This design comes from an exercise in tuning for small area on the open sky130 flow, not from production work. Only simulation tests tie the RTL to the original design; equivalence was not proved. The clock port is modelled as an ideal driver, which makes a skipped or thinned clock tree look cheaper than it is; a real chip needs a root buffer or a tree. Power figures rest on the tool's default switching activity, not on a simulated workload.

==> flow/design.v (excerpt) <==
module ir_encoder (
    input wire rst,         
    input wire clk,         
    input wire [31:0] cmd,  
    input wire valid,       
    output reg ready,       
    output reg ir_output    
);
==> flow/config.mk <==
export PLATFORM = sky130hd
export DESIGN_NAME = ir_encoder
export DESIGN_NICKNAME = ir_encoder
export VERILOG_FILES = /design/flow/design.v
export SDC_FILE = /design/flow/constraint.sdc
export NUM_CORES = 4
export LEC_CHECK = 0
export CAP_MARGIN = 20
export CORE_MARGIN = 2
export CORE_UTILIZATION = 40
export PLACE_DENSITY = 0.6
export SLEW_MARGIN = 20
==> flow/constraint.sdc <==
create_clock -name core_clock -period 40.0 [get_ports {clk}]
set_input_delay 8.0000 -clock core_clock [delete_from_list [all_inputs] [get_ports {clk}]]
set_output_delay 8.0000 -clock core_clock [all_outputs]
set_load 0.01 [all_outputs]
standard.sh (not shown) runs the stock make flow with config.mk's settings and CLKGATE_MAP_FILE= SYNTH_SCRIPT=/design/flow/synth_recipe.tcl, a recipe that flattens the netlist after the stock synthesis.
==> flow/flow/run.sh <==
#!/bin/bash
set -euo pipefail
export BUFFER_PORTS_ARGS="-buffer_cell sky130_fd_sc_hd__buf_1"
export CTS_ARGS="-repair_clock_nets -dont_use_dummy_load -buf_list {sky130_fd_sc_hd__clkbuf_4 sky130_fd_sc_hd__clkbuf_8} -root_buf sky130_fd_sc_hd__clkbuf_4"
bash standard.sh > standard.log 2>&1
The baseline completed without violations.
Edit:
==> flow/flow/run.sh (replaced) <==
#!/bin/bash
set -euo pipefail
export BUFFER_PORTS_ARGS="-buffer_cell sky130_fd_sc_hd__buf_1"
export CTS_ARGS="-sink_clustering_enable -repair_clock_nets -dont_use_dummy_load -buf_list {sky130_fd_sc_hd__clkbuf_2 sky130_fd_sc_hd__clkbuf_4} -root_buf sky130_fd_sc_hd__clkbuf_4"
bash standard.sh > standard.log 2>&1
The new run finished with timing, DRC and antenna clean.
Register-to-register slack stays flat.
Total power does not change.
Die area does not change.
Synthesized area does not change.
Critical path depth does not change.
Sequential share of layout area is unchanged.
Edit:
==> flow/flow/run.sh (replaced) <==
#!/bin/bash
set -euo pipefail
export BUFFER_PORTS_ARGS="-buffer_cell sky130_fd_sc_hd__buf_1"
export CTS_ARGS="-sink_clustering_enable -sink_clustering_size 30 -sink_clustering_max_diameter 300 -repair_clock_nets -dont_use_dummy_load -buf_list {sky130_fd_sc_hd__clkbuf_4 sky130_fd_sc_hd__clkbuf_8} -root_buf sky130_fd_sc_hd__clkbuf_4"
bash standard.sh > standard.log 2>&1
Synthesized area does not change.
Final cell count stays the same.
Maximum frequency is unchanged.
Core utilization does not change.
Hold slack stays the same.
Routed wire length stays the same.
Clock-buffer cell count does not change.
Synthesized cell count does not change.
Register-to-register slack is about the same.
Via count does not change.
Edit:
==> flow/run.sh (new file) <==
#!/bin/bash
# synth_recipe.tcl (not shown) runs the flow's synth.tcl, then flattens the netlist and writes it again
# the make line also repeats each setting of config.mk as NAME=value (left out here)
make -C /OpenROAD-flow-scripts/flow DESIGN_CONFIG=/design/flow/config.mk WORK_HOME=/design/flow/orfs CLKGATE_MAP_FILE= SYNTH_SCRIPT=/design/flow/synth_recipe.tcl finish
removed: flow/flow/run.sh
removed: flow/standard.sh
Worst setup slack degrades by 0.43 ns.
Total power goes up by about 24%.
Combinational power goes up by about 20%.
First-iteration DRC count goes up by about 13%.

========
Another version of the RTL of ir_encoder (not shown whole).
For scale: about 210 cells after synthesis, about 37 I/O pins.
clock: 40.0 ns
lec_check: 0
cap_margin: 0
core_margin: 2
core_utilization: 40
place_density: 0.6
slew_margin: 0
synth_hierarchical: 1
==> flow/flow/run.sh <==
#!/bin/bash
set -euo pipefail
here=$(pwd)
export PRE_FLOORPLAN_TCL="$here/flow/downsize.tcl"
export POST_CTS_TCL="$here/flow/post_cts.tcl"
export REMOVE_ABC_BUFFERS=1
export BUFFER_PORTS_ARGS="-buffer_cell sky130_fd_sc_hd__buf_1"
export CTS_ARGS="-sink_clustering_enable -repair_clock_nets -dont_use_dummy_load -buf_list {sky130_fd_sc_hd__clkbuf_2 sky130_fd_sc_hd__clkbuf_4} -root_buf sky130_fd_sc_hd__clkbuf_4"
bash standard.sh > standard.log 2>&1
Other scripts of this flow, unchanged in this note and not shown: flow/flow/downsize.tcl, flow/flow/mytree.tcl, flow/flow/post_cts.tcl
Then changed:
- CAP_MARGIN: 0 -> 20
- CORE_UTILIZATION: 40 -> 60
- PLACE_DENSITY: 0.6 -> 0.8
- SLEW_MARGIN: 0 -> 20
Effect:
- clock power went down slightly
- via count went up slightly
- die area went down by a quarter to a third
- combinational power barely changes
- cell count went down by a little under a tenth
- final area went down slightly
- critical path depth stays the same
- setup slack gets worse by 4.7 ps
In every run of this note, the design's own scripts or RTL, not TritonCTS, make the clock network.

========
The RTL this note starts from:
==> flow/design.v <==
module ir_encoder (
    input wire rst,         
    input wire clk,         
    input wire [31:0] cmd,  
    input wire valid,       
    output wire ready,      
    output reg ir_output    
);
localparam [8:0] CC_X = 9'd37;
localparam [8:0] CC_K = 9'h1f6;    
localparam [8:0] CC_R = 9'd75;     
reg  [8:0] cc;
reg        car;
wire       cc_end = ((cc ^ CC_X) & CC_K) == 9'd0;
always @(posedge clk or posedge rst) begin
    if (rst) begin
        cc  <= CC_R;
        car <= 1'b0;
    end else begin
        cc  <= {cc[7:0], cc[8] ^ cc[3] ^ cc_end};
        car <= car ^ cc_end;
    end
end
localparam [16:0] M_P  = 17'h15555;   
localparam [16:0] M_S0 = 17'd69568;
localparam [16:0] E_START = 17'd92158, K_START = 17'h1bfff;  
localparam [16:0] E_SHORT = 17'd5462,  K_SHORT = 17'h1db1e;  
localparam [16:0] E_LONG  = 17'd99312, K_LONG  = 17'h1dbbf;  
localparam [16:0] E_GAP   = 17'd50310, K_GAP   = 17'h1ddef;  
reg  [16:0] mq;
wire [16:0] m = mq ^ M_P;
reg        mod, st, gap;
assign ready = st & gap;
reg [32:0] q;                    
wire last  = ~|q[32:1];          
wire bitv  = ~q[0];              
wire jdone = ~q[3] & q[2];       
wire t_start = ((m ^ E_START) & K_START) == 17'd0;
wire t_short = ((m ^ E_SHORT) & K_SHORT) == 17'd0;
wire t_long  = ((m ^ E_LONG)  & K_LONG)  == 17'd0;
wire t_gap   = ((m ^ E_GAP)   & K_GAP)   == 17'd0;
wire t  = (st & ~gap) ? t_start : gap ? t_gap : (mod | ~bitv) ? t_short : t_long;
wire sh = t & ~mod & ~st;        
wire        sa     = ~ready & sh;
wire        ho     = ~ready & ~sh;
wire [32:0] q_sh   = {gap & ~q[0], q[32:1]};
wire        nready = ~ready;
wire [32:0] q_nx;
genvar i;
generate
    for (i = 0; i < 32; i = i + 1) begin : g_r
        ir_encoder_rbit u_rbit (
            .nready(nready), .sa(sa), .ho(ho),
            .ld(cmd[i]),
            .sh_in(q_sh[i]), .hold_in(q[i]),
            .q_nx(q_nx[i])
        );
    end
endgenerate
assign q_nx[32] = ~nready | (sa & q_sh[32]) | (ho & q[32]);
wire        m_clr  = ready | t;
wire        m_nclr = ~m_clr;
wire [16:0] m_in   = {m[15:0], m[16] ^ m[2]} ^ M_P;    
wire [16:0] mq_nx;
generate
    for (i = 0; i < 17; i = i + 1) begin : g_m
        if (((M_S0 ^ M_P) >> i) & 1) begin : g_set
            ir_encoder_stage1 u_st (.nclr(m_nclr), .dn(~m_in[i]), .y(mq_nx[i]));
        end else begin : g_rst
            ir_encoder_stage0 u_st (.clr(m_clr), .dn(~m_in[i]), .y(mq_nx[i]));
        end
    end
endgenerate
always @(posedge clk or posedge rst) begin
    if (rst) begin
        st        <= 1'b1;
        gap       <= 1'b1;
        ir_output <= 1'b0;
    end else begin
        st        <= ready | (st & ~(t & ~mod)) | (gap & ~mod & t & jdone);
        gap       <= ready ? ~valid : (gap | (t & ~st & ~mod & last));
        ir_output <= mod & car;
    end
end
always @(posedge clk) begin
    mq  <= mq_nx;
    mod <= ready ? valid : (t ? (~mod & ~gap & (st | ~last)) : mod);
    q   <= q_nx;
end
endmodule
module ir_encoder_rbit (
    input  wire nready,
    input  wire sa,
    input  wire ho,
    input  wire ld,
    input  wire sh_in,
    input  wire hold_in,
    output wire q_nx
);
    assign q_nx = ~((nready | ld) & ~((sa & sh_in) | (ho & hold_in)));
endmodule
module ir_encoder_stage0 (
    input  wire clr,
    input  wire dn,
    output wire y
);
    assign y = ~(clr | dn);
endmodule
module ir_encoder_stage1 (
    input  wire nclr,
    input  wire dn,
    output wire y
);
    assign y = ~(nclr & dn);
endmodule
clock: 40.0 ns
lec_check: 0
cap_margin: 20
core_margin: 2
core_utilization: 60
place_density: 0.85
slew_margin: 20
synth_hierarchical: 1
==> flow/flow/post_cts.tcl <==
# POST_CTS hook: rebuild the clock tree as one root buffer and five leaf buffers,
# then legalize the new buffers.
source [file join [file dirname [info script]] mytree.tcl]
mytree_build 5 sky130_fd_sc_hd__clkbuf_4 sky130_fd_sc_hd__clkbuf_2
detailed_placement
check_placement -verbose
estimate_parasitics -placement
report_clock_skew
Scripts as last shown in full above: flow/flow/run.sh
Other scripts of this flow, unchanged in this note and not shown: flow/flow/downsize.tcl, flow/flow/mytree.tcl
Change:
==> flow/flow/post_cts.tcl (replaced) <==
# POST_CTS hook: rebuild the clock tree as one root buffer and six leaf buffers,
# then legalize the new buffers.
source [file join [file dirname [info script]] mytree.tcl]
mytree_build 6 sky130_fd_sc_hd__clkbuf_4 sky130_fd_sc_hd__clkbuf_2
detailed_placement
check_placement -verbose
estimate_parasitics -placement
report_clock_skew
--- a/flow/config.mk
+++ b/flow/config.mk
@@ -8,6 +8,6 @@
 export CAP_MARGIN = 20
 export CORE_MARGIN = 2
-export CORE_UTILIZATION = 60
-export PLACE_DENSITY = 0.85
+export CORE_UTILIZATION = 40
+export PLACE_DENSITY = 0.6
 export SLEW_MARGIN = 20
 export SYNTH_HIERARCHICAL = 1
Result: Setup slack degrades by 0.012 ns; clock power rose by about 6%; power came out higher by 1.7%; register-to-register slack is about the same; sequential cell count is unchanged.
No run of this note takes its clock network from TritonCTS; it comes from the design's own scripts or RTL.

========
yarrow:
Another version of the RTL of ir_encoder (not shown whole).
Size: roughly 220 cells after synthesis, ~65 flip-flops, roughly 37 I/O pins, roughly 2400 sq um of cells after synthesis.
export LEC_CHECK = 0
export CAP_MARGIN = 20
export CORE_MARGIN = 2
export CORE_UTILIZATION = 40
export PLACE_DENSITY = 0.6
export SLEW_MARGIN = 20
export SYNTH_HIERARCHICAL = 1
create_clock -name core_clock -period 40.0 [get_ports {clk}]
==> flow/flow/run.sh <==
#!/bin/bash
set -euo pipefail
export BUFFER_PORTS_ARGS="-buffer_cell sky130_fd_sc_hd__buf_1"
export CTS_ARGS="-sink_clustering_enable -repair_clock_nets -dont_use_dummy_load -buf_list {sky130_fd_sc_hd__clkbuf_2 sky130_fd_sc_hd__clkbuf_4} -root_buf sky130_fd_sc_hd__clkbuf_4"
bash standard.sh > standard.log 2>&1
yarrow: done, clean on timing, DRC and antenna
--- input diff yarrow..willow ---
==> flow/flow/run.sh <==
#!/bin/bash
set -euo pipefail
here=$(pwd)
export PRE_FLOORPLAN_TCL="$here/flow/downsize.tcl"
export REMOVE_ABC_BUFFERS=1
export BUFFER_PORTS_ARGS="-buffer_cell sky130_fd_sc_hd__buf_1"
export CTS_ARGS="-sink_clustering_enable -repair_clock_nets -dont_use_dummy_load -buf_list {sky130_fd_sc_hd__clkbuf_2 sky130_fd_sc_hd__clkbuf_4} -root_buf sky130_fd_sc_hd__clkbuf_4"
bash standard.sh > standard.log 2>&1
==> flow/flow/downsize.tcl (new file) <==
# PRE_FLOORPLAN hook: give every combinational cell from synthesis the
# smallest-area drive strength of its type; repair_design later sizes up
# whatever then needs it. Registers keep their cell types.
set db [ord::get_db]
set block [ord::get_db_block]
set nswap 0
foreach inst [$block getInsts] {
  set master [$inst getMaster]
  set name [$master getName]
  if {![regexp {^(sky130_fd_sc_hd__[a-z0-9]+)_([0-9]+)$} $name -> base drive]} { continue }
  if {[regexp {__(df|edf|sdf|sedf|dl|conb|tap|fill|decap|diode)} $name]} { continue }
  set best $master
  set best_area [expr {[$master getWidth] * [$master getHeight]}]
  foreach d {0 1 2 3 4 6 8 12 16} {
    set cand [$db findMaster "${base}_$d"]
    if {$cand eq "NULL" || $cand eq ""} { continue }
    if {[lsearch -exact $::env(DONT_USE_CELLS) [$cand getName]] >= 0} { continue }
    set a [expr {[$cand getWidth] * [$cand getHeight]}]
    if {$a < $best_area} {
      # same pin names
      set ok 1
      foreach mt [$master getMTerms] { if {[$cand findMTerm [$mt getName]] eq "NULL"} { set ok 0 } }
      if {$ok} { set best $cand; set best_area $a }
    }
  }
  if {$best ne $master} {
    $inst swapMaster $best
    incr nswap
  }
}
puts "downsize.tcl: swapped $nswap cells to smaller drive strengths"
==> run notes <==
willow completed every stage of the flow, and the final layout passed the timing, DRC and antenna checks.
From yarrow to willow the numbers moved as follows: maximum number of pins on one net before global-route repair picked up an extra 2, register share of the cell area picked up an extra 1.8 points, final clock skew neither gained nor lost much, final-report max-slew violation count neither gained nor lost much, count of port buffers added during placement neither gained nor lost much.
willow vs. yarrow: multi-input logic area went down by 74 sq um, post-route worst setup slack higher, cell total after placement moved down, maximum frequency essentially unchanged, share of the cycle needed by the critical path after routing barely changed.

## afterwards: timing with drivers on the ports
The flow's constraints put no driver on any port. The routed layouts listed below were extracted and timed again, unchanged, in two steps. Step 1, drivers: a clkbuf_16 drives clk and a buf_2 each remaining input, both assumed. Step 2 moves the port delays by t, midway between the first and last clock arrival at a register: inputs arrive t later, outputs are due t later. That takes back most of the time a late clock gives input paths. Slacks: ideal ports / drivers / drivers and shift; pairs: ideal ports / drivers.
run	shift t [ns]	slack for setup (ns)	hold slack, ns	latest minus earliest clock arrival (ns)
the first run of note 1	0.397	30.325 / 30.296 / 30.694	0.465 / 0.465 / 0.465	0.025 / 0.025
the second run of note 1	0.397	30.325 / 30.296 / 30.694	0.465 / 0.465 / 0.465	0.025 / 0.025
the third run of note 1	0.397	30.325 / 30.296 / 30.694	0.465 / 0.465 / 0.465	0.025 / 0.025
the fourth run of note 1	0.359	29.895 / 29.866 / 30.225	0.461 / 0.461 / 0.461	0.006 / 0.006
the first run of note 2	0.452	30.759 / 30.731 / 31.183	0.364 / 0.364 / 0.364	0.011 / 0.011
the second run of note 2	0.452	30.754 / 30.731 / 31.183	0.364 / 0.364 / 0.364	0.013 / 0.012
the first run of note 3	0.465	30.115 / 30.089 / 30.554	0.368 / 0.368 / 0.368	0.005 / 0.004
the second run of note 3	0.445	30.102 / 30.078 / 30.522	0.363 / 0.363 / 0.363	0.013 / 0.013
yarrow	0.409	30.803 / 30.778 / 31.187	0.395 / 0.395 / 0.395	0.023 / 0.023
willow	0.390	30.819 / 30.794 / 31.183	0.388 / 0.388 / 0.388	0.023 / 0.023
After both steps setup and hold are still met in every run listed.
